This is an optimization exercise on Yosys and OpenROAD, whose aim is small area, not a production implementation.
Only simulation tests tie the RTL to the original design; equivalence was not proved.

`design/flow/standard.sh`:
```
#!/bin/bash
# synth_recipe.tcl (not shown) runs the flow's synth.tcl, then flattens the netlist and writes it again
# the make line also repeats each setting of config.mk as NAME=value (left out here)
make -C /OpenROAD-flow-scripts/flow DESIGN_CONFIG=/design/flow/config.mk WORK_HOME=/design/flow/orfs CLKGATE_MAP_FILE= SYNTH_SCRIPT=/design/flow/synth_recipe.tcl "${@:-finish}"
```
`design/flow/design.v`:
```
`timescale 1ns / 1ns  
`default_nettype none
module c_fa (input wire a, input wire b, input wire ci, output wire s, output wire co);
assign s  = a ^ b ^ ci;
assign co = (a & b) | (a & ci) | (b & ci);
endmodule
module c_ha (input wire a, input wire b, output wire s, output wire co);
assign s  = a ^ b;
assign co = a & b;
endmodule
module c_maj3 (input wire a, input wire b, input wire c, output wire y);
assign y = (a & b) | (a & c) | (b & c);
endmodule
module c_o22ai (input wire a1, input wire a2, input wire b1, input wire b2, output wire y);
assign y = ~((a1 | a2) & (b1 | b2));
endmodule
module c_a2bb2oi (input wire a1_n, input wire a2_n, input wire b1, input wire b2, output wire y);
assign y = ~((~a1_n & ~a2_n) | (b1 & b2));
endmodule
module c_and2 (input wire a, input wire b, output wire y);
assign y = a & b;
endmodule
module c_or2 (input wire a, input wire b, output wire y);
assign y = a | b;
endmodule
module c_xor2 (input wire a, input wire b, output wire y);
assign y = a ^ b;
endmodule
module c_nor2 (input wire a, input wire b, output wire y);
assign y = ~(a | b);
endmodule
module c_inv (input wire a, output wire y);
assign y = ~a;
endmodule
module c_mux2 (input wire a0, input wire a1, input wire s, output wire y);
assign y = s ? a1 : a0;
endmodule
module c_mux2i (input wire a0, input wire a1, input wire s, output wire y);
assign y = ~(s ? a1 : a0);
endmodule
module bt_addc #(parameter W = 8, parameter LO = 0, parameter CI1 = 0) (
	input wire  [W-1:0]  a,
	input wire  [W-1:0]  b,
	output wire [W-1:LO] s,
	output wire          co
);
wire [W:1] c;
genvar k;
generate
	if (LO == 0) begin : g_lo0
		c_ha u0 (.a(a[0]), .b(b[0]), .s(s[0]), .co(c[1]));
	end else begin : g_lo2
		if (CI1 == 0) begin : g_c0
			c_and2 u0 (.a(a[0]), .b(b[0]), .y(c[1]));
		end else begin : g_c1
			c_or2 u0 (.a(a[0]), .b(b[0]), .y(c[1]));
		end
		c_maj3 u1 (.a(a[1]), .b(b[1]), .c(c[1]), .y(c[2]));
	end
	for (k = (LO == 0 ? 1 : 2); k < W; k = k + 1) begin : g_fa
		c_fa u (.a(a[k]), .b(b[k]), .ci(c[k]), .s(s[k]), .co(c[k+1]));
	end
endgenerate
assign co = c[W];
endmodule
module bt_lane (
	input wire [7:0] nu, u, nu1, nu0,
	input wire [6:0] nug, ug, ug1, ug0p1,
	input wire [7:0] v1, nv0, v,
	input wire [6:0] vg1, nvg0, nvg,
	output wire [7:0] costx
);
genvar k;
wire [7:2] sa, sb, sc, sd;
wire ca, cb, cc, cd;
bt_addc #(8, 2, 0) i_a (.a(v1), .b(nu),  .s(sa), .co(ca));    
bt_addc #(8, 2, 0) i_b (.a(u),  .b(nv0), .s(sb), .co(cb));    
bt_addc #(8, 2, 1) i_c (.a(v),  .b(nu1), .s(sc), .co(cc));    
bt_addc #(8, 2, 0) i_d (.a(v),  .b(nu0), .s(sd), .co(cd));    
wire [5:0] c0, nc1;
generate for (k = 0; k < 6; k = k + 1) begin : g_ic
	c_o22ai   u0 (.a1(ca), .a2(sa[k+2]), .b1(cb), .b2(sb[k+2]), .y(c0[k]));
	c_a2bb2oi u1 (.a1_n(cd), .a2_n(sd[k+2]), .b1(cc), .b2(sc[k+2]), .y(nc1[k]));
end endgenerate
wire [6:1] ik;
c_or2 u_ik1 (.a(c0[0]), .b(nc1[0]), .y(ik[1]));
generate for (k = 1; k < 6; k = k + 1) begin : g_ik
	c_maj3 u (.a(c0[k]), .b(nc1[k]), .c(ik[k]), .y(ik[k+1]));
end endgenerate
wire inge;
c_inv u_inge (.a(ik[6]), .y(inge));
wire [5:0] nci;
generate for (k = 0; k < 6; k = k + 1) begin : g_ici
	c_a2bb2oi u (.a1_n(inge), .a2_n(nc1[k]), .b1(inge), .b2(c0[k]), .y(nci[k]));
end endgenerate
wire [6:0] ga, gb, gc, gd;
wire qa, qb, qc, qd;
bt_addc #(7, 0, 0) g_a (.a(vg1),   .b(nug),  .s(ga), .co(qa));   
bt_addc #(7, 0, 0) g_b (.a(ug),    .b(nvg0), .s(gb), .co(qb));   
bt_addc #(7, 0, 0) g_c (.a(ug1),   .b(nvg),  .s(gc), .co(qc));   
bt_addc #(7, 0, 0) g_d (.a(ug0p1), .b(nvg),  .s(gd), .co(qd));   
wire [6:0] g0, ng1;
generate for (k = 0; k < 7; k = k + 1) begin : g_gc
	c_o22ai   u0 (.a1(qa), .a2(ga[k]), .b1(qb), .b2(gb[k]), .y(g0[k]));
	c_a2bb2oi u1 (.a1_n(qc), .a2_n(gc[k]), .b1(qd), .b2(gd[k]), .y(ng1[k]));
end endgenerate
wire [7:1] gk;
c_or2 u_gk1 (.a(g0[0]), .b(ng1[0]), .y(gk[1]));
generate for (k = 1; k < 7; k = k + 1) begin : g_gk
	c_maj3 u (.a(g0[k]), .b(ng1[k]), .c(gk[k]), .y(gk[k+1]));
end endgenerate
wire gnge;
c_inv u_gnge (.a(gk[7]), .y(gnge));
wire [6:0] ngi;
generate for (k = 0; k < 7; k = k + 1) begin : g_gci
	c_a2bb2oi u (.a1_n(gnge), .a2_n(ng1[k]), .b1(gnge), .b2(g0[k]), .y(ngi[k]));
end endgenerate
wire [6:1] ak;
wire [5:1] ns;
c_xor2 u_s0  (.a(nci[0]), .b(ngi[0]), .y(costx[0]));
c_or2  u_ak1 (.a(nci[0]), .b(ngi[0]), .y(ak[1]));
generate for (k = 1; k < 6; k = k + 1) begin : g_ad
	c_fa u (.a(nci[k]), .b(ngi[k]), .ci(ak[k]), .s(ns[k]), .co(ak[k+1]));
end endgenerate
c_xor2 u_s6 (.a(ngi[6]), .b(ak[6]), .y(costx[6]));
c_nor2 u_s7 (.a(ngi[6]), .b(ak[6]), .y(costx[7]));
assign costx[5:1] = ns;
endmodule
module bt_pair (
	input wire        rev,
	input wire [7:0]  nu, u, nu1, nu0,
	input wire [6:0]  nug, ug, ug1, ug0p1,
	input wire [44:0] e_lo,
	input wire [44:0] e_hi,
	output wire [7:0] o_lo,
	output wire [7:0] o_hi
);
wire [7:0] x_lo, x_hi;    
bt_lane lane_lo (
	.nu(nu), .u(u), .nu1(nu1), .nu0(nu0), .nug(nug), .ug(ug), .ug1(ug1), .ug0p1(ug0p1),
	.v1(e_lo[44:37]), .nv0(e_lo[36:29]), .v(e_lo[28:21]),
	.vg1(e_lo[20:14]), .nvg0(e_lo[13:7]), .nvg(e_lo[6:0]),
	.costx(x_lo)
);
bt_lane lane_hi (
	.nu(nu), .u(u), .nu1(nu1), .nu0(nu0), .nug(nug), .ug(ug), .ug1(ug1), .ug0p1(ug0p1),
	.v1(e_hi[44:37]), .nv0(e_hi[36:29]), .v(e_hi[28:21]),
	.vg1(e_hi[20:14]), .nvg0(e_hi[13:7]), .nvg(e_hi[6:0]),
	.costx(x_hi)
);
genvar k;
generate for (k = 0; k < 8; k = k + 1) begin : g_mux
	if (k >= 1 && k <= 5) begin : g_inv
		c_mux2i m_lo (.a0(x_hi[k]), .a1(x_lo[k]), .s(rev), .y(o_lo[k]));
		c_mux2i m_hi (.a0(x_lo[k]), .a1(x_hi[k]), .s(rev), .y(o_hi[k]));
	end else begin : g_buf
		c_mux2 m_lo (.a0(x_hi[k]), .a1(x_lo[k]), .s(rev), .y(o_lo[k]));
		c_mux2 m_hi (.a0(x_lo[k]), .a1(x_hi[k]), .s(rev), .y(o_hi[k]));
	end
end endgenerate
endmodule
module bt_minmax #(parameter W = 8) (
	input wire [W-1:0]  l, c, r,
	input wire          gt_lc, gt_cr,
	output wire [W-1:0] o_min, o_max
);
function automatic [8:0] add8(input [7:0] a, input [7:0] b, input ci);
	integer k;
	reg cy;
	begin
		cy = ci;
		for (k = 0; k < 8; k = k + 1) begin
			add8[k] = a[k] ^ b[k] ^ cy;
			cy = (a[k] & b[k]) | (a[k] & cy) | (b[k] & cy);
		end
		add8[8] = cy;
	end
endfunction
wire [7:0] r8 = r;
wire [7:0] l8 = l;
wire [8:0] d_rl = add8(r8, ~l8, 1'b1);                 
wire       ge_rl = d_rl[8];
wire [W-1:0] mn = (!gt_lc && ge_rl) ? l : (gt_cr ? r : c);
wire [W-1:0] mx = (gt_lc && !ge_rl) ? l : (gt_cr ? c : r);
wire [8:0] smin = add8(c, mn, 1'b0);
wire [8:0] smax = add8(c, mx, 1'b0);
assign o_min = smin[W:1];
assign o_max = smax[W:1];
endmodule
`timescale 1ns / 1ns  
`default_nettype none
module calc_cost_bt (
    input wire                     clk,
    input wire                     rst,
    input wire [11-1:0]   i_width,
    input wire             [7:0]   i_pixel_left_row0,
    input wire             [7:0]   i_pixel_left_row1,
    input wire             [7:0]   i_pixel_left_row2,
    input wire             [7:0]   i_pixel_right_row0,
    input wire             [7:0]   i_pixel_right_row1,
    input wire             [7:0]   i_pixel_right_row2,
    input wire                     i_rst_calc_cost,
    input wire                     i_reverse,
    input wire [8-1:0]   i_min_disp,
    input wire [8-1:0]   i_max_disp,
    output reg    [128*8-1:0]   o_data,
    output reg                     o_valid,
    output reg                     o_calc_cost_one_row_done
);
reg   [11-1:0] x;
reg                     go;
reg    [2:0] delay_cycles;
reg          state;
function automatic ge12(input [11:0] a, input [11:0] b);
    integer k;
    reg c;
    begin
        c = 1'b1;
        for (k = 0; k < 12; k = k + 1)
            c = (a[k] & ~b[k]) | (a[k] & c) | (~b[k] & c);
        ge12 = c;
    end
endfunction
function automatic [11:0] add12(input [11:0] a, input [11:0] b, input ci);
    integer k;
    reg c;
    begin
        c = ci;
        for (k = 0; k < 12; k = k + 1) begin
            add12[k] = a[k] ^ b[k] ^ c;
            c = (a[k] & b[k]) | (a[k] & c) | (b[k] & c);
        end
    end
endfunction
wire [11:0] w12  = {1'b0, i_width};
wire [11:0] mn12 = {4'd0, i_min_disp};
wire [11:0] mx12 = {4'd0, i_max_disp};
wire [11:0] x12  = {1'b0, x};
wire [11:0] w_p4     = add12(w12, 12'd4, 1'b0);
wire [11:0] w_mn     = add12(w12, mn12, 1'b0);
wire [11:0] w_mn_p4  = add12(w_mn, 12'd4, 1'b0);
wire [11:0] t_valid  = i_reverse ? add12(mn12, 12'd133, 1'b0) : add12(mx12, 12'd6, 1'b0);
wire [11:0] t_end    = i_reverse ? add12(add12(w_mn, ~mx12, 1'b1), 12'd134, 1'b0) : add12(w12, 12'd7, 1'b0);
wire hit_valid = (x12 == t_valid);
wire hit_end   = (x12 == t_end);
always @(posedge clk)
if (rst) begin
    state                         <= 1'b0;
    x                             <= 0;
    o_valid                       <= 0;
    go                            <= 0;
    delay_cycles                  <= 0;
    o_calc_cost_one_row_done      <= 1;
end else begin
    if (!state && i_rst_calc_cost) begin
        state                     <= 1'b1;
        x                         <= 0;
        o_valid                   <= 0;
        go                        <= 1;
        o_calc_cost_one_row_done  <= 0;
        delay_cycles              <= 0;
    end
    if (state) begin
        x                                 <= x+1;
        if (hit_valid) begin
            o_valid                   <= 1;
            go                        <= 0;
            delay_cycles              <= 1;
        end
        else if (delay_cycles>0&&delay_cycles < 4) begin
            delay_cycles              <= delay_cycles+1;
        end
        if (delay_cycles==2)
            go                        <= 1;
        if (hit_end) begin
            state                     <= 1'b0;
            go                        <= 0;
            o_calc_cost_one_row_done  <= 1;
        end
    end
end
wire x_le3     = (x[10:2] == 9'd0);
wire edge_w    = x_le3 || ge12(x12, w_p4);
wire pad_left  = i_reverse ? !ge12(x12, add12(mn12, 12'd131, 1'b0)) : edge_w;
wire pad_right = i_reverse ? edge_w :
                   (!ge12(x12, add12(mn12, 12'd4, 1'b0)) || ge12(x12, w_mn_p4));
wire [7:0] l_pix, l_pix0, l_pix1, l_pix_d;
wire [6:0] l_grd, l_grd0, l_grd1, l_grd_d;
wire [7:0] r_pix, r_pix0, r_pix1, r_pix_d;
wire [6:0] r_grd, r_grd0, r_grd1, r_grd_d;
bt_front front_l (
    .clk(clk), .go(go), .rev(i_reverse), .pad(pad_left),
    .i_row0(i_pixel_left_row0), .i_row1(i_pixel_left_row1), .i_row2(i_pixel_left_row2),
    .o_pix(l_pix), .o_pix0(l_pix0), .o_pix1(l_pix1), .o_pix_d(l_pix_d),
    .o_grd(l_grd), .o_grd0(l_grd0), .o_grd1(l_grd1), .o_grd_d(l_grd_d)
);
bt_front front_r (
    .clk(clk), .go(go), .rev(i_reverse), .pad(pad_right),
    .i_row0(i_pixel_right_row0), .i_row1(i_pixel_right_row1), .i_row2(i_pixel_right_row2),
    .o_pix(r_pix), .o_pix0(r_pix0), .o_pix1(r_pix1), .o_pix_d(r_pix_d),
    .o_grd(r_grd), .o_grd0(r_grd0), .o_grd1(r_grd1), .o_grd_d(r_grd_d)
);
reg  [7:0] nu, nu1, nu0;
reg  [6:0] nug, ug1, ug0p1;
wire [7:0] u  = l_pix_d;
wire [6:0] ug = l_grd_d;
reg  [44:0] right_buffer [0:128-2];
reg   [7:0] rb_v1, rb_nv0;
reg   [6:0] rb_vg1, rb_nvg0, rb_nvg;
wire [44:0] rb_head = {rb_v1, rb_nv0, r_pix_d, rb_vg1, rb_nvg0, rb_nvg};
integer ii;
always @(posedge clk) begin
    if (go) begin
        nu    <= ~l_pix;
        nu1   <= ~l_pix1;
        nu0   <= ~l_pix0;
        nug   <= ~l_grd;
        ug1   <= l_grd1;
        ug0p1 <= l_grd0 + 7'd1;
        for (ii = 0; ii < 128-2; ii = ii+1)
            right_buffer[ii] <= right_buffer[ii+1];
        right_buffer[128-2] <= rb_head;
        rb_v1   <= r_pix1;
        rb_nv0  <= ~r_pix0;
        rb_vg1  <= r_grd1;
        rb_nvg0 <= ~r_grd0;
        rb_nvg  <= ~r_grd;
    end
end
wire [7:0] lane_out [0:128-1];
genvar gi;
generate for (gi = 0; gi < 128/2; gi = gi + 1) begin : g_pair
    bt_pair pair (
        .rev(i_reverse),
        .nu(nu), .u(u), .nu1(nu1), .nu0(nu0),
        .nug(nug), .ug(ug), .ug1(ug1), .ug0p1(ug0p1),
        .e_lo(right_buffer[gi]), .e_hi(gi == 0 ? rb_head : right_buffer[128-1-gi]),
        .o_lo(lane_out[gi]), .o_hi(lane_out[128-1-gi])
    );
end endgenerate
always @(posedge clk) begin
    if (go)
        for (ii = 0; ii < 128; ii = ii+1)
            o_data[(128-1-ii)*8 +: 8] <= lane_out[ii];
end
endmodule
module bt_front (
    input wire        clk,
    input wire        go,
    input wire        rev,
    input wire        pad,
    input wire [7:0]  i_row0,
    input wire [7:0]  i_row1,
    input wire [7:0]  i_row2,
    output wire [7:0] o_pix,
    output wire [7:0] o_pix0,
    output wire [7:0] o_pix1,
    output wire [6:0] o_grd,
    output wire [6:0] o_grd0,
    output wire [6:0] o_grd1,
    output wire [7:0] o_pix_d,
    output wire [6:0] o_grd_d
);
reg  [7:0] row1_d1, row1_d2, pix_d3, pix_d4, pix_d5;
reg  [9:0] col_d1, col_d2;
reg  [6:0] grd_pre, grd_0, grd_1, grd_2;
reg        pix_gt45, grd_gt12;
function automatic [11:0] add11(input [10:0] a, input [10:0] b, input ci);
    integer k;
    reg cy;
    begin
        cy = ci;
        for (k = 0; k < 11; k = k + 1) begin
            add11[k] = a[k] ^ b[k] ^ cy;
            cy = (a[k] & b[k]) | (a[k] & cy) | (b[k] & cy);
        end
        add11[11] = cy;
    end
endfunction
wire [11:0] s02 = add11({3'd0, i_row0}, {3'd0, i_row2}, 1'b0);
wire [11:0] shi = add11({2'd0, s02[8:1]}, {3'd0, i_row1}, 1'b0);
wire [9:0]  col = {shi[8:0], s02[0]};
wire [11:0] d = add11({1'b0, col}, ~{1'b0, col_d2}, 1'b1);
wire [10:0] e = d[10:0] ^ {11{rev}};
wire e_hi_zero = (e[9:6] == 4'b0000);
wire e_hi_ones = (e[9:6] == 4'b1111);
wire sat_hi = !e[10] && (!e_hi_zero || (rev && (e[5:0] == 6'h3f)));
wire sat_lo =  e[10] && (!e_hi_ones || (!rev && (e[5:0] == 6'h00)));
wire [11:0] mid = add11({4'd0, e[6:0]}, 11'd63, rev);
wire [6:0] sob_clip = sat_lo ? 7'd0 : (sat_hi ? 7'd126 : mid[6:0]);
always @(posedge clk) begin
    if (go) begin
        row1_d1  <= i_row1;
        row1_d2  <= row1_d1;
        col_d1   <= col;
        col_d2   <= col_d1;
        grd_pre  <= sob_clip;
        pix_d3   <= pad ? 8'h3f : row1_d2;
        grd_0    <= pad ? 7'h3f : grd_pre;
        pix_d4   <= pix_d3;
        pix_d5   <= pix_d4;
        grd_1    <= grd_0;
        grd_2    <= grd_1;
        pix_gt45 <= pix_gt34;
        grd_gt12 <= grd_gt01;
    end
end
wire [11:0] d43 = add11({3'd0, pix_d4}, ~{3'd0, pix_d3}, 1'b1);    
wire pix_gt34 = !d43[11];
wire [11:0] d10 = add11({4'd0, grd_1}, ~{4'd0, grd_0}, 1'b1);    
wire grd_gt01 = !d10[11];
bt_minmax #(8) mm_pix (
    .l(pix_d3), .c(pix_d4), .r(pix_d5), .gt_lc(pix_gt34), .gt_cr(pix_gt45),
    .o_min(o_pix0), .o_max(o_pix1)
);
bt_minmax #(7) mm_grd (
    .l(grd_0), .c(grd_1), .r(grd_2), .gt_lc(grd_gt01), .gt_cr(grd_gt12),
    .o_min(o_grd0), .o_max(o_grd1)
);
assign o_pix   = pix_d4;
assign o_grd   = grd_1;
assign o_pix_d = pix_d5;
assign o_grd_d = grd_2;
endmodule
```
`design/flow/flow/run.sh`:
```
#!/bin/bash
# Own layout flow: the standard flow (standard.sh, with config.mk's settings) with two
# changes that leave the netlist's logic and registers as the standard synthesis makes them:
#  1. after the standard synthesis, the gates of the disparity lanes that Yosys/ABC sized up
#     (a2bb2oi_2, maj3_2, mux2_4) are put back to their smallest size (drive strength only);
#  2. the port buffers that placement puts on every input and output are the platform's
#     smallest buffer (sky130_fd_sc_hd__buf_1).
# Floorplan, power grid, placement, CTS and routing are otherwise standard.sh's own.
set -euo pipefail
W=$(pwd)
R=$W/orfs/results/sky130hd/calc_cost_bt/base
{
  cat "$W/config.mk"
  echo "export BUFFER_PORTS_ARGS = -buffer_cell sky130_fd_sc_hd__buf_1"
} > "$W/config_own.mk"
sed "s#DESIGN_CONFIG=[^ ]*#DESIGN_CONFIG=$W/config_own.mk#" "$W/standard.sh" > "$W/standard_own.sh"
# 1. standard synthesis
bash "$W/standard_own.sh" synth > "$W/synth.log" 2>&1
# drive strengths of the lane gates
python3 - "$R/1_2_yosys.v" > "$W/resize.log" 2>&1 <<'PY'
import re, sys
p = sys.argv[1]
src = open(p).read()
swap = {'a2bb2oi_2': 'a2bb2oi_1', 'maj3_2': 'maj3_1', 'mux2_4': 'mux2_1'}
count = {}
def sub(m):
    cell = m.group(2)
    count[cell] = count.get(cell, 0) + 1
    return m.group(1) + 'sky130_fd_sc_hd__' + swap[cell] + m.group(3)
pat = re.compile(r'^(\s*)sky130_fd_sc_hd__(' + '|'.join(swap) + r')(\s)', re.M)
out = pat.sub(sub, src)
open(p, 'w').write(out)
print('resized:', count)
PY
rm -f "$R/1_synth.odb" "$R/1_synth.sdc"
# 2. the rest of the standard flow
bash "$W/standard_own.sh" "$@" > "$W/flow.log" 2>&1
```
`design/flow/constraint.sdc`:
```
create_clock -name core_clock -period 12.0 [get_ports {clk}]
set_input_delay 2.4000 -clock core_clock [delete_from_list [all_inputs] [get_ports {clk}]]
set_output_delay 2.4000 -clock core_clock [all_outputs]
set_load 0.01 [all_outputs]
```
`design/flow/config.mk`:
```
export PLATFORM = sky130hd
export DESIGN_NAME = calc_cost_bt
export DESIGN_NICKNAME = calc_cost_bt
export VERILOG_FILES = /design/flow/design.v
export SDC_FILE = /design/flow/constraint.sdc
export NUM_CORES = 8
export LEC_CHECK = 0
export CAP_MARGIN = 20
export CORE_MARGIN = 2
export CORE_UTILIZATION = 60
export CTS_CLUSTER_DIAMETER = 100
export CTS_CLUSTER_SIZE = 20
export SLEW_MARGIN = 20
export SYNTH_HIERARCHICAL = 1
export SYNTH_MINIMUM_KEEP_SIZE = 0
```
==> key figures, run 1 <==
Status
  • Status: complete, no violations

Placement
  • Total half-perimeter wirelength after legalization and detailed placement: ~1100000 um
  • Port Buf Inserts: ~1100
  • Routability congestion estimate from global placement: around 1.0
  • DP Area: between 400000 and 500000 um2
  • Number of placed cells counting well taps: roughly 36000

STA
  • Hold Violations, Final: 0
  • Final slew viol count: 0
  • Setup total negative slack: 0 ps
  • Setup Viol. Count Final: 0
  • Least-Margin Pin Slew: ~1200 ps
  • Worst slew slack as a fraction of its limit: roughly 17%
  • Part of the cycle the worst path needs: ~87%
  • Maximum clock skew at final layout: 65.0 ps
  • Max Clk Rate: between 90 and 100 MHz
  • Post-route minimum period: between 10000 and 15000 ps
  • Unrepaired setup endpoints after global routing: no

Die
  • Initial standard-cell utilization of the core: 60.3%
  • Die width: around 860 um
  • Die Height: between 800 and 900 um
  • Number of I/O pins: about 1100
  • Number of placement rows: around 310
  • Core Footprint: approximately 730000 um2
  • Overall die area: ~740000 um2

Routing
  • First-pass detailed-route iteration total: 8
  • Antenna-violating nets left: 0
  • Total Wirelength: 1420000 um
  • Routed vias: ~250k
  • Avg Vias per Cell: 6.87
  • Post-detailed-route DRC marker count: 0
  • Drt initial violations: between 30000 and 40000
  • Average routed wire per standard cell: roughly 39 um

Layout
  • Final net count: ~35000
  • Share of layout cells above drive strength 1: ~3.6%
  • Area of all placed cells without fillers: 474000 um2
  • Most common library cell in the layout ignoring fill and taps: sky130_fd_sc_hd__edfxtp_1
  • Number of standard cells in the layout, taps in and fillers out: roughly 37000
  • Most frequent cells in the layout: sky130_fd_sc_hd__edfxtp_1 (7001), sky130_fd_sc_hd__fa_1 (6881), sky130_fd_sc_hd__a2bb2oi_1 (3327), sky130_fd_sc_hd__maj3_1 (1953), sky130_fd_sc_hd__o22ai_1 (1679)
  • Layout area overhead: 7.44%

Setup path
  • Required time worst endpoint: 12860 ps
  • Largest fanout of any net on the critical path: 33
  • CP arrival: between 10000 and 15000 ps
  • Worst Setup End Kind: flop
  • Count of cells along the worst register-to-register path: 26
  • Crit Path Class: flop to flop
  • Critical Path Source Type: flop

Clocking
  • TritonCTS clock tree: built
  • Post-CTS repair timing setup buffer count: 0
  • Resize count post-CTS: 0
  • Clock Latency Late Sink: approximately 1200 ps
  • Clk sink count: 7019
  • Cts bufs inserted: 399
  • Clock edge transition at the registers on the reported setup and hold paths: 90 ps
  • Buffer depth of the longest clock path: 4
  • Maximum level of the CTS H-tree: 5
  • Buffer type at the clock tree root: sky130_fd_sc_hd__clkbuf_16
  • Number of hold buffers added after CTS: 0

Logic synthesis
  • Yosys synthesis warning count: 12
  • Total standard cell area after synthesis: 441000 um2
  • Gate count after technology mapping: approximately 25000
  • Average cell area after synthesis: between 15 and 20 um2
  • Number of nets in the synthesized netlist: 32600

Flow run
  • Max-cap viol count: 0

Global routing
  • Vias in the first global route: approximately 260k
  • Number of antenna violations at the first check in global routing: 55
  • Total track usage: just under 40%
  • First-pass GRT wire length: just under 2000000 um
  • Residual overflow from global routing: 0
  • Largest net degree at the start of global routing: 190

Hold path
  • Path type of the worst min-delay path: flop to flop
  • Depth of the worst hold-timing path: 0
-- state kept, by name, indices dropped and copies added, names as in the netlist, 10 cells and up --
signal          cells
front_r.col_d2     10
front_l.col_d1     10
right_buffer     5715
x                  11
o_data           1024
front_l.col_d2     10
front_r.col_d1     10
-- per-layer routing --
metal	share of wire [%]	global-route usage [%]	routed length, um
met1	38	53.2	534000
met2	46	59.0	649000
met3	10	9.50	146000
met4	6.5	19.4	91800
met5	0.014	0	193
-- final cells by class --
class | count | area [um2]
Antenna cell | 34 | 85.1
Clock buffer | 424 | 10300
Clock inverter | 54 | 756
Fill cell | 51700 | 258000
Inverter | 607 | 2280
Multi-Input combinational cell | 17400 | 228000
Sequential cell | 7019 | 211000
Tap cell | 9796 | 12300
Timing Repair Buffer | 1531 | 9470
-- worst max-delay path, cell delays in order (launching register included) --
cell and delay, ps:
sky130_fd_sc_hd__edfxtp_1 800, sky130_fd_sc_hd__buf_12 380, sky130_fd_sc_hd__buf_4 440, sky130_fd_sc_hd__fa_1 540, sky130_fd_sc_hd__fa_1 410, sky130_fd_sc_hd__fa_1 400, sky130_fd_sc_hd__fa_1 400, sky130_fd_sc_hd__fa_1 390
sky130_fd_sc_hd__fa_1 500, sky130_fd_sc_hd__a2bb2oi_1 190, sky130_fd_sc_hd__or2_1 250, sky130_fd_sc_hd__maj3_1 360, sky130_fd_sc_hd__maj3_1 360, sky130_fd_sc_hd__maj3_1 360, sky130_fd_sc_hd__maj3_1 370, sky130_fd_sc_hd__maj3_1 360
sky130_fd_sc_hd__maj3_1 360, sky130_fd_sc_hd__inv_1 300, sky130_fd_sc_hd__a2bb2oi_1 150, sky130_fd_sc_hd__or2_1 260, sky130_fd_sc_hd__fa_1 380, sky130_fd_sc_hd__fa_1 420, sky130_fd_sc_hd__fa_1 390, sky130_fd_sc_hd__fa_1 400
sky130_fd_sc_hd__fa_1 430, sky130_fd_sc_hd__xor2_1 200, sky130_fd_sc_hd__mux2_1 310
-- stage by stage --
| step | hold WS, ps | setup slack (ps) | utilization [%] |
|---|---|---|---|
| floorplan | 400 | -37010 | - |
| global placement | 401 | 1750 | 63.2 |
| detailed placement | 407 | 1670 | 63.2 |
| CTS | 416 | 1680 | 64.7 |
| global route | 426 | 1250 | 64.7 |
| finish | 422 | 1540 | 64.8 |
-- worst paths after layout --
| check | endpoint | slack (ps) | from |
|---|---|---|---|
| setup / recovery | o_data[30] | 1540 | ug1[1] |
| setup reg to reg | o_data[30] | 1540 | ug1[1] |
| hold / removal | right_buffer[38][29] | 420 | right_buffer[39][29] |
| hold reg to reg | right_buffer[38][29] | 420 | right_buffer[39][29] |
==> inputs of run 2 (changes only) <==
--- a/design/flow/design.v
+++ b/design/flow/design.v
@@ -23,8 +23,8 @@
 module c_or2 (input wire a, input wire b, output wire y);
 assign y = a | b;
 endmodule
-module c_xor2 (input wire a, input wire b, output wire y);
-assign y = a ^ b;
+module c_xnor2 (input wire a, input wire b, output wire y);
+assign y = ~(a ^ b);
 endmodule
 module c_nor2 (input wire a, input wire b, output wire y);
 assign y = ~(a | b);
@@ -117,12 +117,12 @@
 end endgenerate
 wire [6:1] ak;
 wire [5:1] ns;
-c_xor2 u_s0  (.a(nci[0]), .b(ngi[0]), .y(costx[0]));
+c_xnor2 u_s0 (.a(nci[0]), .b(ngi[0]), .y(costx[0]));
 c_or2  u_ak1 (.a(nci[0]), .b(ngi[0]), .y(ak[1]));
 generate for (k = 1; k < 6; k = k + 1) begin : g_ad
 	c_fa u (.a(nci[k]), .b(ngi[k]), .ci(ak[k]), .s(ns[k]), .co(ak[k+1]));
 end endgenerate
-c_xor2 u_s6 (.a(ngi[6]), .b(ak[6]), .y(costx[6]));
+c_xnor2 u_s6 (.a(ngi[6]), .b(ak[6]), .y(costx[6]));
 c_nor2 u_s7 (.a(ngi[6]), .b(ak[6]), .y(costx[7]));
 assign costx[5:1] = ns;
 endmodule
@@ -150,7 +150,7 @@
 );
 genvar k;
 generate for (k = 0; k < 8; k = k + 1) begin : g_mux
-	if (k >= 1 && k <= 5) begin : g_inv
+	if (k <= 6) begin : g_inv
 		c_mux2i m_lo (.a0(x_hi[k]), .a1(x_lo[k]), .s(rev), .y(o_lo[k]));
 		c_mux2i m_hi (.a0(x_lo[k]), .a1(x_hi[k]), .s(rev), .y(o_hi[k]));
 	end else begin : g_buf
@@ -300,10 +300,12 @@
     .o_pix(r_pix), .o_pix0(r_pix0), .o_pix1(r_pix1), .o_pix_d(r_pix_d),
     .o_grd(r_grd), .o_grd0(r_grd0), .o_grd1(r_grd1), .o_grd_d(r_grd_d)
 );
-reg  [7:0] nu, nu1, nu0;
-reg  [6:0] nug, ug1, ug0p1;
-wire [7:0] u  = l_pix_d;
-wire [6:0] ug = l_grd_d;
+reg  [7:0] nu1, nu0;
+reg  [6:0] ug1, ug0p1;
+wire [7:0] u   = l_pix_d;
+wire [6:0] ug  = l_grd_d;
+wire [7:0] nu  = ~u;
+wire [6:0] nug = ~ug;
 reg  [44:0] right_buffer [0:128-2];
 reg   [7:0] rb_v1, rb_nv0;
 reg   [6:0] rb_vg1, rb_nvg0, rb_nvg;
@@ -311,10 +313,8 @@
 integer ii;
 always @(posedge clk) begin
     if (go) begin
-        nu    <= ~l_pix;
         nu1   <= ~l_pix1;
         nu0   <= ~l_pix0;
-        nug   <= ~l_grd;
         ug1   <= l_grd1;
         ug0p1 <= l_grd0 + 7'd1;
         for (ii = 0; ii < 128-2; ii = ii+1)
==> run 2 against run 1 <==
Compared with the run above: non-clock buffer count decreased by 43; worst hold slack got worse by 9.2 ps; critical path depth unchanged; still clean; highest routed layer unchanged; synthesized area decreased by 0.16%; fmax increased by 2.1%; global-route usage decreased by 0.71 points; sequential cell count decreased by 15; via count decreased by 0.67%; wire length decreased by 2.0%.
==> key figures, run 2 <==
Status
  • Status: complete, no violations

STA
  • Hold Violations, Final: 0 (unchanged)
  • Worst slew slack as a fraction of its limit: 3.94% (-13 points)
  • Setup total negative slack: 0 ps (unchanged)
  • Final slew viol count: 0 (unchanged)
  • Least-Margin Pin Slew: 1400 ps (+161 ps)
  • Part of the cycle the worst path needs: 85.4% (-1.8 points)
  • Setup Viol. Count Final: 0 (unchanged)
  • Maximum clock skew at final layout: 57.0 ps (-8.06 ps)
  • Max Clk Rate: 97.6 MHz (+2.1%)
  • Unrepaired setup endpoints after global routing: no
  • Post-route minimum period: 10250 ps (-217 ps)

Setup path
  • Crit Path Class: flop to flop
  • Buf+Inv Stages, Crit Path: 2 (-1)
  • Required time worst endpoint: 12840 ps (-20 ps)
  • Worst reg2reg startpoint: ug1[0]
  • Reg-to-reg endpoint: o_data[1014]
  • Worst Setup End Kind: flop
  • Reg2Reg Setup Slack: 1750 ps (+220 ps)
  • Cell at the slowest stage of the critical path: sky130_fd_sc_hd__edfxtp_1
  • Delay of the slowest critical-path stage: 660 ps (-140 ps)
  • CP dominant cell by count: sky130_fd_sc_hd__fa_1
  • Largest fanout of any net on the critical path: 45 (+36%)
  • Critical Path Source Type: flop
  • CP delay by family, top: adder cells
  • CP arrival: 11090 ps (-240 ps)
  • Count of cells along the worst register-to-register path: 26 (unchanged)

Placement
  • Total half-perimeter wirelength after legalization and detailed placement: 1040000 um (-2.4%)
  • Number of placed cells counting well taps: 36300 (-0.14%)
  • Routability congestion estimate from global placement: 0.968 (-3.2%)
  • Port Buf Inserts: 1104 (unchanged)

Layout
  • Final net count: 34500 (-0.17%)
  • Share of layout cells above drive strength 1: 3.38% (-0.19 points)
  • Number of standard cells in the layout, taps in and fillers out: 36800 (-0.19%)
  • Layout area overhead: 7.16%
  • Area of all sequential standard cells: 210000 um2 (-0.21%)
  • Number of flip-flops under the largest register name: 5715 (unchanged)
  • Most common library cell in the layout ignoring fill and taps: sky130_fd_sc_hd__edfxtp_1
  • Biggest regs: right_buffer x5715, o_data x1024, x x11
  • Area taken by multi-input logic gates: 228000 um2 (-0.14%)
  • Most flop-heavy register: right_buffer
  • Most frequent cells in the layout: sky130_fd_sc_hd__edfxtp_1 (6986), sky130_fd_sc_hd__fa_1 (6881), sky130_fd_sc_hd__a2bb2oi_1 (3331), sky130_fd_sc_hd__maj3_1 (1951), sky130_fd_sc_hd__o22ai_1 (1676)
  • Number of filler cells placed in the layout: 51600 (-0.13%)

Global routing
  • Vias in the first global route: 260000 (+0.14%)
  • First-pass GRT wire length: 1960000 um (-1.2%)
  • Largest net degree at the start of global routing: 194 (+2.1%)
  • Residual overflow from global routing: 0 (unchanged)
  • Total track usage: 38.1% (-0.71 points)
  • Number of antenna violations at the first check in global routing: 48 (-13%)

Die
  • Initial standard-cell utilization of the core: 60.2% (about the same)
  • Number of I/O pins: 1105 (unchanged)
  • Number of placement rows: 314 (unchanged)
  • Die Height: 861 um (about the same)
  • Overall die area: 741000 um2 (-0.16%)
  • Die width: 861 um (about the same)
  • Core Footprint: 731000 um2 (-0.11%)

Routing
  • First-pass detailed-route iteration total: 8 (unchanged)
  • Average routed wire per standard cell: 37.8 um (-1.8%)
  • Total Wirelength: 1390000 um (-2.0%)
  • Drt initial violations: 30000 (-3.3%)
  • Routed vias: 252000 (-0.67%)
  • Post-detailed-route DRC marker count: 0 (unchanged)
  • Antenna-violating nets left: 0 (unchanged)
  • Avg Vias per Cell: 6.84 (-0.48%)

Flow run
  • Max-cap viol count: 0 (unchanged)

Clocking
  • Resize count post-CTS: 0 (unchanged)
  • Clock Latency Late Sink: 1140 ps (-20 ps)
  • Buffer depth of the longest clock path: 4 (unchanged)
  • Cts bufs inserted: 395 (-1.0%)
  • Maximum level of the CTS H-tree: 5 (unchanged)
  • Clk sink count: 7004 (-0.21%)
  • TritonCTS clock tree: built
  • Post-CTS repair timing setup buffer count: 0 (unchanged)
  • Number of hold buffers added after CTS: 0 (unchanged)
  • Clock edge transition at the registers on the reported setup and hold paths: 90 ps (about the same)
  • Buffer type at the clock tree root: sky130_fd_sc_hd__clkbuf_16

Logic synthesis
  • Total standard cell area after synthesis: 440000 um2 (-0.16%)
  • Average cell area after synthesis: 17.6 um2 (-0.12%)
  • Gate count after technology mapping: 25100 (-0.044%)
  • Number of nets in the synthesized netlist: 32600 (-0.034%)
  • Yosys synthesis warning count: 12 (unchanged)

Hold path
  • Depth of the worst hold-timing path: 0 (unchanged)
  • End point of the most critical hold path: front_l.col_d2[7]
  • Launch point of the worst hold path: front_l.col_d1[7]
  • Path type of the worst min-delay path: flop to flop
-- run 2: worst reg2reg max path, cell delays in order, from the launching register on --
cell	delay, ps
sky130_fd_sc_hd__edfxtp_1	660
sky130_fd_sc_hd__buf_12	290
sky130_fd_sc_hd__ha_1	680
sky130_fd_sc_hd__fa_1	380
sky130_fd_sc_hd__fa_1	390
sky130_fd_sc_hd__fa_1	410
sky130_fd_sc_hd__fa_1	410
sky130_fd_sc_hd__fa_1	400
sky130_fd_sc_hd__fa_1	500
sky130_fd_sc_hd__a2bb2oi_1	190
sky130_fd_sc_hd__or2_1	250
sky130_fd_sc_hd__maj3_1	360
sky130_fd_sc_hd__maj3_1	360
sky130_fd_sc_hd__maj3_1	370
sky130_fd_sc_hd__maj3_1	360
sky130_fd_sc_hd__maj3_1	370
sky130_fd_sc_hd__maj3_1	360
sky130_fd_sc_hd__inv_1	290
sky130_fd_sc_hd__a2bb2oi_1	290
sky130_fd_sc_hd__or2_1	310
sky130_fd_sc_hd__fa_1	380
sky130_fd_sc_hd__fa_1	390
sky130_fd_sc_hd__fa_1	390
sky130_fd_sc_hd__fa_1	380
sky130_fd_sc_hd__fa_1	450
sky130_fd_sc_hd__xnor2_1	250
sky130_fd_sc_hd__mux2i_1	110
-- run 2: metal layers --
metal  share of wire [%]  GRT usage, %  vias to the layer above
met1                  37          51.5                   135000
met2                  47          60.1                    13700
met4                 6.2          17.8                        8
li1                    -             -                   100000
met3                 9.3          8.15                     3171
met5              0.0031             0                        -
-- run 2: how the worst max path moves through the flow --
stage / from / endpoint / depth (start not counted)
floorplan: go / go / 4
global placement: nu0[0] / o_data[302] / 26
detailed placement: ug1[1] / o_data[1014] / 26
CTS: ug1[1] / o_data[6] / 26
global route: nu0[0] / o_data[302] / 26
finish: ug1[0] / o_data[1014] / 26
-- run 2: layout make-up --
class	instances	share of cell area [%]
diodes	20	0.0106
clock buffers	419	2.12
clock inverters	56	0.137
inverters	603	0.503
multi-input cells	17400	48.3
flip-flops and latches	7004	44.5
well taps	9796	2.60
repair buffers	1488	1.82
-- run 2: through the flow --
step | setup WS, ps | instance area (um2) | hold slack [ps] | util (%)
final | 1750 | 472000 | 413 | 64.6
after global routing | 1600 | 472000 | 420 | 64.5
after CTS | 1970 | 472000 | 417 | 64.5
after detailed placement | 1930 | 461000 | 405 | 63.1
after global placement | 2120 | 461000 | 400 | 63.1
after floorplan | -37340 | 440000 | 400 | -
==> inputs of run 3 (changes only) <==
--- a/design/flow/design.v
+++ b/design/flow/design.v
@@ -26,17 +26,12 @@
 module c_xnor2 (input wire a, input wire b, output wire y);
 assign y = ~(a ^ b);
 endmodule
-module c_nor2 (input wire a, input wire b, output wire y);
-assign y = ~(a | b);
-endmodule
 module c_inv (input wire a, output wire y);
 assign y = ~a;
 endmodule
-module c_mux2 (input wire a0, input wire a1, input wire s, output wire y);
-assign y = s ? a1 : a0;
-endmodule
-module c_mux2i (input wire a0, input wire a1, input wire s, output wire y);
-assign y = ~(s ? a1 : a0);
+module c_a222oi (input wire a1, input wire a2, input wire b1, input wire b2, input wire c1,
+                 input wire c2, output wire y);
+assign y = ~((a1 & a2) | (b1 & b2) | (c1 & c2));
 endmodule
 module bt_addc #(parameter W = 8, parameter LO = 0, parameter CI1 = 0) (
 	input wire  [W-1:0]  a,
@@ -68,7 +63,7 @@
 	input wire [6:0] nug, ug, ug1, ug0p1,
 	input wire [7:0] v1, nv0, v,
 	input wire [6:0] vg1, nvg0, nvg,
-	output wire [7:0] costx
+	output wire [7:0] ncost
 );
 genvar k;
 wire [7:2] sa, sb, sc, sd;
@@ -117,46 +112,50 @@
 end endgenerate
 wire [6:1] ak;
 wire [5:1] ns;
-c_xnor2 u_s0 (.a(nci[0]), .b(ngi[0]), .y(costx[0]));
+c_xnor2 u_s0 (.a(nci[0]), .b(ngi[0]), .y(ncost[0]));
 c_or2  u_ak1 (.a(nci[0]), .b(ngi[0]), .y(ak[1]));
 generate for (k = 1; k < 6; k = k + 1) begin : g_ad
 	c_fa u (.a(nci[k]), .b(ngi[k]), .ci(ak[k]), .s(ns[k]), .co(ak[k+1]));
 end endgenerate
-c_xnor2 u_s6 (.a(ngi[6]), .b(ak[6]), .y(costx[6]));
-c_nor2 u_s7 (.a(ngi[6]), .b(ak[6]), .y(costx[7]));
-assign costx[5:1] = ns;
+c_xnor2 u_s6 (.a(ngi[6]), .b(ak[6]), .y(ncost[6]));
+c_or2   u_s7 (.a(ngi[6]), .b(ak[6]), .y(ncost[7]));
+assign ncost[5:1] = ns;
 endmodule
 module bt_pair (
-	input wire        rev,
+	input wire        hold,
+	input wire        s_lr,
+	input wire        s_rl,
 	input wire [7:0]  nu, u, nu1, nu0,
 	input wire [6:0]  nug, ug, ug1, ug0p1,
 	input wire [44:0] e_lo,
 	input wire [44:0] e_hi,
-	output wire [7:0] o_lo,
-	output wire [7:0] o_hi
+	input wire [7:0]  q_lo,
+	input wire [7:0]  q_hi,
+	output wire [7:0] d_lo,
+	output wire [7:0] d_hi
 );
-wire [7:0] x_lo, x_hi;    
+wire [7:0] nx_lo, nx_hi;    
 bt_lane lane_lo (
 	.nu(nu), .u(u), .nu1(nu1), .nu0(nu0), .nug(nug), .ug(ug), .ug1(ug1), .ug0p1(ug0p1),
 	.v1(e_lo[44:37]), .nv0(e_lo[36:29]), .v(e_lo[28:21]),
 	.vg1(e_lo[20:14]), .nvg0(e_lo[13:7]), .nvg(e_lo[6:0]),
-	.costx(x_lo)
+	.ncost(nx_lo)
 );
 bt_lane lane_hi (
 	.nu(nu), .u(u), .nu1(nu1), .nu0(nu0), .nug(nug), .ug(ug), .ug1(ug1), .ug0p1(ug0p1),
 	.v1(e_hi[44:37]), .nv0(e_hi[36:29]), .v(e_hi[28:21]),
 	.vg1(e_hi[20:14]), .nvg0(e_hi[13:7]), .nvg(e_hi[6:0]),
-	.costx(x_hi)
+	.ncost(nx_hi)
 );
+wire [7:0] nq_lo, nq_hi;
 genvar k;
-generate for (k = 0; k < 8; k = k + 1) begin : g_mux
-	if (k <= 6) begin : g_inv
-		c_mux2i m_lo (.a0(x_hi[k]), .a1(x_lo[k]), .s(rev), .y(o_lo[k]));
-		c_mux2i m_hi (.a0(x_lo[k]), .a1(x_hi[k]), .s(rev), .y(o_hi[k]));
-	end else begin : g_buf
-		c_mux2 m_lo (.a0(x_hi[k]), .a1(x_lo[k]), .s(rev), .y(o_lo[k]));
-		c_mux2 m_hi (.a0(x_lo[k]), .a1(x_hi[k]), .s(rev), .y(o_hi[k]));
-	end
+generate for (k = 0; k < 8; k = k + 1) begin : g_out
+	c_inv    i_lo (.a(q_lo[k]), .y(nq_lo[k]));
+	c_inv    i_hi (.a(q_hi[k]), .y(nq_hi[k]));
+	c_a222oi m_lo (.a1(nq_lo[k]), .a2(hold), .b1(nx_lo[k]), .b2(s_lr), .c1(nx_hi[k]), .c2(s_rl),
+	               .y(d_lo[k]));
+	c_a222oi m_hi (.a1(nq_hi[k]), .a2(hold), .b1(nx_hi[k]), .b2(s_lr), .c1(nx_lo[k]), .c2(s_rl),
+	               .y(d_hi[k]));
 end endgenerate
 endmodule
 module bt_minmax #(parameter W = 8) (
@@ -327,21 +326,24 @@
         rb_nvg  <= ~r_grd;
     end
 end
-wire [7:0] lane_out [0:128-1];
+wire [7:0] lane_next [0:128-1];
+wire       o_hold = !go;
+wire       o_s_lr = go && i_reverse;
+wire       o_s_rl = go && !i_reverse;
 genvar gi;
 generate for (gi = 0; gi < 128/2; gi = gi + 1) begin : g_pair
     bt_pair pair (
-        .rev(i_reverse),
+        .hold(o_hold), .s_lr(o_s_lr), .s_rl(o_s_rl),
         .nu(nu), .u(u), .nu1(nu1), .nu0(nu0),
         .nug(nug), .ug(ug), .ug1(ug1), .ug0p1(ug0p1),
         .e_lo(right_buffer[gi]), .e_hi(gi == 0 ? rb_head : right_buffer[128-1-gi]),
-        .o_lo(lane_out[gi]), .o_hi(lane_out[128-1-gi])
+        .q_lo(o_data[(128-1-gi)*8 +: 8]), .q_hi(o_data[gi*8 +: 8]),
+        .d_lo(lane_next[gi]), .d_hi(lane_next[128-1-gi])
     );
 end endgenerate
 always @(posedge clk) begin
-    if (go)
-        for (ii = 0; ii < 128; ii = ii+1)
-            o_data[(128-1-ii)*8 +: 8] <= lane_out[ii];
+    for (ii = 0; ii < 128; ii = ii+1)
+        o_data[(128-1-ii)*8 +: 8] <= lane_next[ii];
 end
 endmodule
 module bt_front (
==> run 3 against run 2 <==
Compared with the run above: fmax shrank 2.6%; clock skew up 1.6 ps; critical path depth grew 1; die area decreased by 1.4%; clock-buffer cell count up 239; highest routed layer unchanged; first-iteration DRC count increased by 28%.
==> key figures, run 3 <==
Clocking
  • Clock edge transition at the registers on the reported setup and hold paths: 90 ps (about the same)
  • Buffer depth of the longest clock path: 4 (unchanged)
  • Buffer type at the clock tree root: sky130_fd_sc_hd__clkbuf_16
  • Clock Latency Late Sink: 1140 ps (about the same)
  • Number of hold buffers added after CTS: 0 (unchanged)
  • Maximum level of the CTS H-tree: 5 (unchanged)
  • Clk sink count: 7004 (unchanged)
  • Post-CTS repair timing setup buffer count: 0 (unchanged)
  • TritonCTS clock tree: built
  • Cts bufs inserted: 393 (-0.51%)
  • Resize count post-CTS: 0 (unchanged)

Placement
  • Routability congestion estimate from global placement: 0.969 (about the same)
  • Total half-perimeter wirelength after legalization and detailed placement: 1050000 um (+1.4%)
  • Port Buf Inserts: 1104 (unchanged)
  • Number of placed cells counting well taps: 37200 (+2.4%)

Setup path
  • Largest fanout of any net on the critical path: 55 (+22%)
  • Buf+Inv Stages, Crit Path: 3 (+1)
  • Required time worst endpoint: 12990 ps (+150 ps)
  • CP delay by family, top: adder cells
  • Delay of the slowest critical-path stage: 630 ps (-30 ps)
  • Reg2Reg Setup Slack: 1480 ps (-270 ps)
  • Startpoint of the worst setup timing path: nu0[0]
  • Crit Path Class: flop to flop
  • Worst reg2reg startpoint: nu0[0]
  • Total stage count of the critical path: 27 (+3.8%)
  • Cell at the slowest stage of the critical path: sky130_fd_sc_hd__buf_4
  • Worst Setup End Kind: flop
  • CP arrival: 11510 ps (+420 ps)
  • Critical Path Source Type: flop
  • CP dominant cell by count: sky130_fd_sc_hd__fa_1
  • Count of cells along the worst register-to-register path: 27 (+3.8%)

Routing
  • First-pass detailed-route iteration total: 22 (+14)
  • Routed vias: 262000 (+4.3%)
  • Drt initial violations: 38500 (+28%)
  • Post-detailed-route DRC marker count: 0 (unchanged)
  • Avg Vias per Cell: 6.92 (+1.3%)
  • Antenna-violating nets left: 0 (unchanged)
  • Average routed wire per standard cell: 37.0 um (-2.3%)
  • Total Wirelength: 1400000 um (+0.59%)

Status
  • Status: complete, no violations

Global routing
  • Met3 Use GR: 11.2% (+3.1 points)
  • Residual overflow from global routing: 0 (unchanged)
  • Largest net degree at the start of global routing: 197 (+1.5%)
  • Met1 demand-to-capacity share in global routing: 56.6% (+5.2 points)
  • Vias in the first global route: 265000 (+1.8%)
  • Grt met2 use: 54.9% (-5.3 points)
  • Global route hottest layer: met1
  • First-pass GRT wire length: 1980000 um (+0.81%)
  • Number of antenna violations at the first check in global routing: 39 (-19%)
  • Total track usage: 38.9% (+0.79 points)

Layout
  • Number of flip-flops under the largest register name: 5715 (unchanged)
  • Biggest regs: right_buffer x5715, o_data x1024, x x11
  • Number of standard cells in the layout, taps in and fillers out: 37900 (+3.0%)
  • Most common library cell in the layout ignoring fill and taps: sky130_fd_sc_hd__fa_1
  • Most flop-heavy register: right_buffer
  • Most frequent cells in the layout: sky130_fd_sc_hd__fa_1 (6881), sky130_fd_sc_hd__edfxtp_1 (5962), sky130_fd_sc_hd__a2bb2oi_1 (3332), sky130_fd_sc_hd__maj3_1 (1953), sky130_fd_sc_hd__o22ai_1 (1678)
  • Layout area overhead: 7.57%
  • Final net count: 35600 (+3.1%)
  • Share of layout cells above drive strength 1: 3.47% (+0.091 points)

STA
  • Setup Viol. Count Final: 0 (unchanged)
  • Least-Margin Pin Slew: 1260 ps (-141 ps)
  • Hold Violations, Final: 0 (unchanged)
  • Final slew viol count: 0 (unchanged)
  • Part of the cycle the worst path needs: 87.6% (+2.3 points)
  • Max Clk Rate: 95.1 MHz (-2.6%)
  • Maximum clock skew at final layout: 58.5 ps (+1.55 ps)
  • Unrepaired setup endpoints after global routing: no
  • Worst slew slack as a fraction of its limit: 15.4% (+11 points)
  • Post-route minimum period: 10520 ps (+270 ps)
  • Setup total negative slack: 0 ps (unchanged)
  • Tightest hold margin: 425 ps (+11.7 ps)

Die
  • Number of placement rows: 312 (-0.64%)
  • Overall die area: 730000 um2 (-1.4%)
  • Number of I/O pins: 1105 (unchanged)
  • Core Footprint: 721000 um2 (-1.3%)
  • Die width: 855 um (-0.71%)
  • Initial standard-cell utilization of the core: 60.2% (about the same)
  • Die Height: 855 um (-0.71%)

Hold path
  • Path type of the worst min-delay path: flop to flop
  • Launch point of the worst hold path: front_r.col_d1[3]
  • Depth of the worst hold-timing path: 0 (unchanged)

Flow run
  • Max-cap viol count: 0 (unchanged)

Logic synthesis
  • Yosys synthesis warning count: 12 (unchanged)
  • Total standard cell area after synthesis: 434000 um2 (-1.4%)
  • Average cell area after synthesis: 16.7 um2 (-5.3%)
  • Number of nets in the synthesized netlist: 33700 (+3.1%)
  • Gate count after technology mapping: 26100 (+4.1%)
-- run 3: final timing paths --
path / end
worst max-delay path: o_data[599]
worst min-delay path: front_r.col_d2[3]
worst max register to register: o_data[599]
worst min register to register: front_r.col_d2[3]
-- run 3: stage by stage --
stage | cell area [um2] | worst slack, ps | util (%)
after floorplan | 434000 | -214010 | -
after global placement | 455000 | 1800 | 63.1
after detailed placement | 455000 | 1720 | 63.1
after CTS | 467000 | 1650 | 64.7
after global routing | 467000 | 1210 | 64.7
final | 467000 | 1480 | 64.7
-- run 3: cell type report --
| cell class | instances | area (um2) |
|---|---|---|
| Multi-Input combinational cell | 17400 | 228000 |
| Clock buffer | 658 | 11000 |
| Clock inverter | 47 | 652 |
| Antenna cell | 25 | 62.6 |
| Timing Repair Buffer | 1545 | 9200 |
| Inverter | 1627 | 6220 |
| Fill cell | 51800 | 254000 |
| Sequential cell | 7004 | 200000 |
| Tap cell | 9577 | 12000 |
-- run 3: worst register-to-register path: stages, from the launching register on --
cell	delay, ps
sky130_fd_sc_hd__edfxtp_1	430
sky130_fd_sc_hd__buf_12	230
sky130_fd_sc_hd__buf_4	870
sky130_fd_sc_hd__and2_1	330
sky130_fd_sc_hd__maj3_1	360
sky130_fd_sc_hd__fa_1	380
sky130_fd_sc_hd__fa_1	390
sky130_fd_sc_hd__fa_1	400
sky130_fd_sc_hd__fa_1	410
sky130_fd_sc_hd__fa_1	400
sky130_fd_sc_hd__fa_1	480
sky130_fd_sc_hd__a2bb2oi_1	180
sky130_fd_sc_hd__or2_1	240
sky130_fd_sc_hd__maj3_1	360
sky130_fd_sc_hd__maj3_1	370
sky130_fd_sc_hd__maj3_1	370
sky130_fd_sc_hd__maj3_1	370
sky130_fd_sc_hd__maj3_1	360
sky130_fd_sc_hd__inv_1	250
sky130_fd_sc_hd__a2bb2oi_1	260
sky130_fd_sc_hd__or2_1	300
sky130_fd_sc_hd__fa_1	380
sky130_fd_sc_hd__fa_1	390
sky130_fd_sc_hd__fa_1	410
sky130_fd_sc_hd__fa_1	390
sky130_fd_sc_hd__fa_1	510
sky130_fd_sc_hd__or2_1	290
sky130_fd_sc_hd__a222oi_1	290
-- run 3: layer usage --
layer	part of all wire [%]	routed length, um
met1	39	551000
met2	43	597000
met3	12	169000
met4	5.9	83100
met5	0.0051	72

## afterwards: timing with drivers on the ports
The results above use ideal ports. As a check the final layouts listed here were re-extracted and re-timed, cells and wires unchanged. Step 1 sets driving cells, clkbuf_16 on the clock port and buf_2 on the other inputs (assumed; they add their load-dependent delay and slew). Step 2 times the ports against the registers' clock, not the clock port: input delays grow and output delays shrink by t, the midpoint of the rising clock arrivals with the driver on. Slacks: no drivers / after step 1 / after step 2; pairs: no drivers / after step 1.
| run | t, ns | setup WS [ns] | clock arrival spread, ns | worst slew at a driven data input, ns | pins driven straight from the clock port |
|---|---|---|---|---|---|
| run 1 | 1.286 | 1.535 / 1.535 / 1.535 | 0.078 / 0.077 | 0.07 | 1 |
| run 2 | 1.277 | 1.752 / 1.752 / 1.752 | 0.060 / 0.060 | 0.03 | 1 |
| run 3 | 1.272 | 1.482 / 1.482 / 1.482 | 0.061 / 0.061 | 0.21 | 1 |
After both steps every run listed still meets setup and hold.
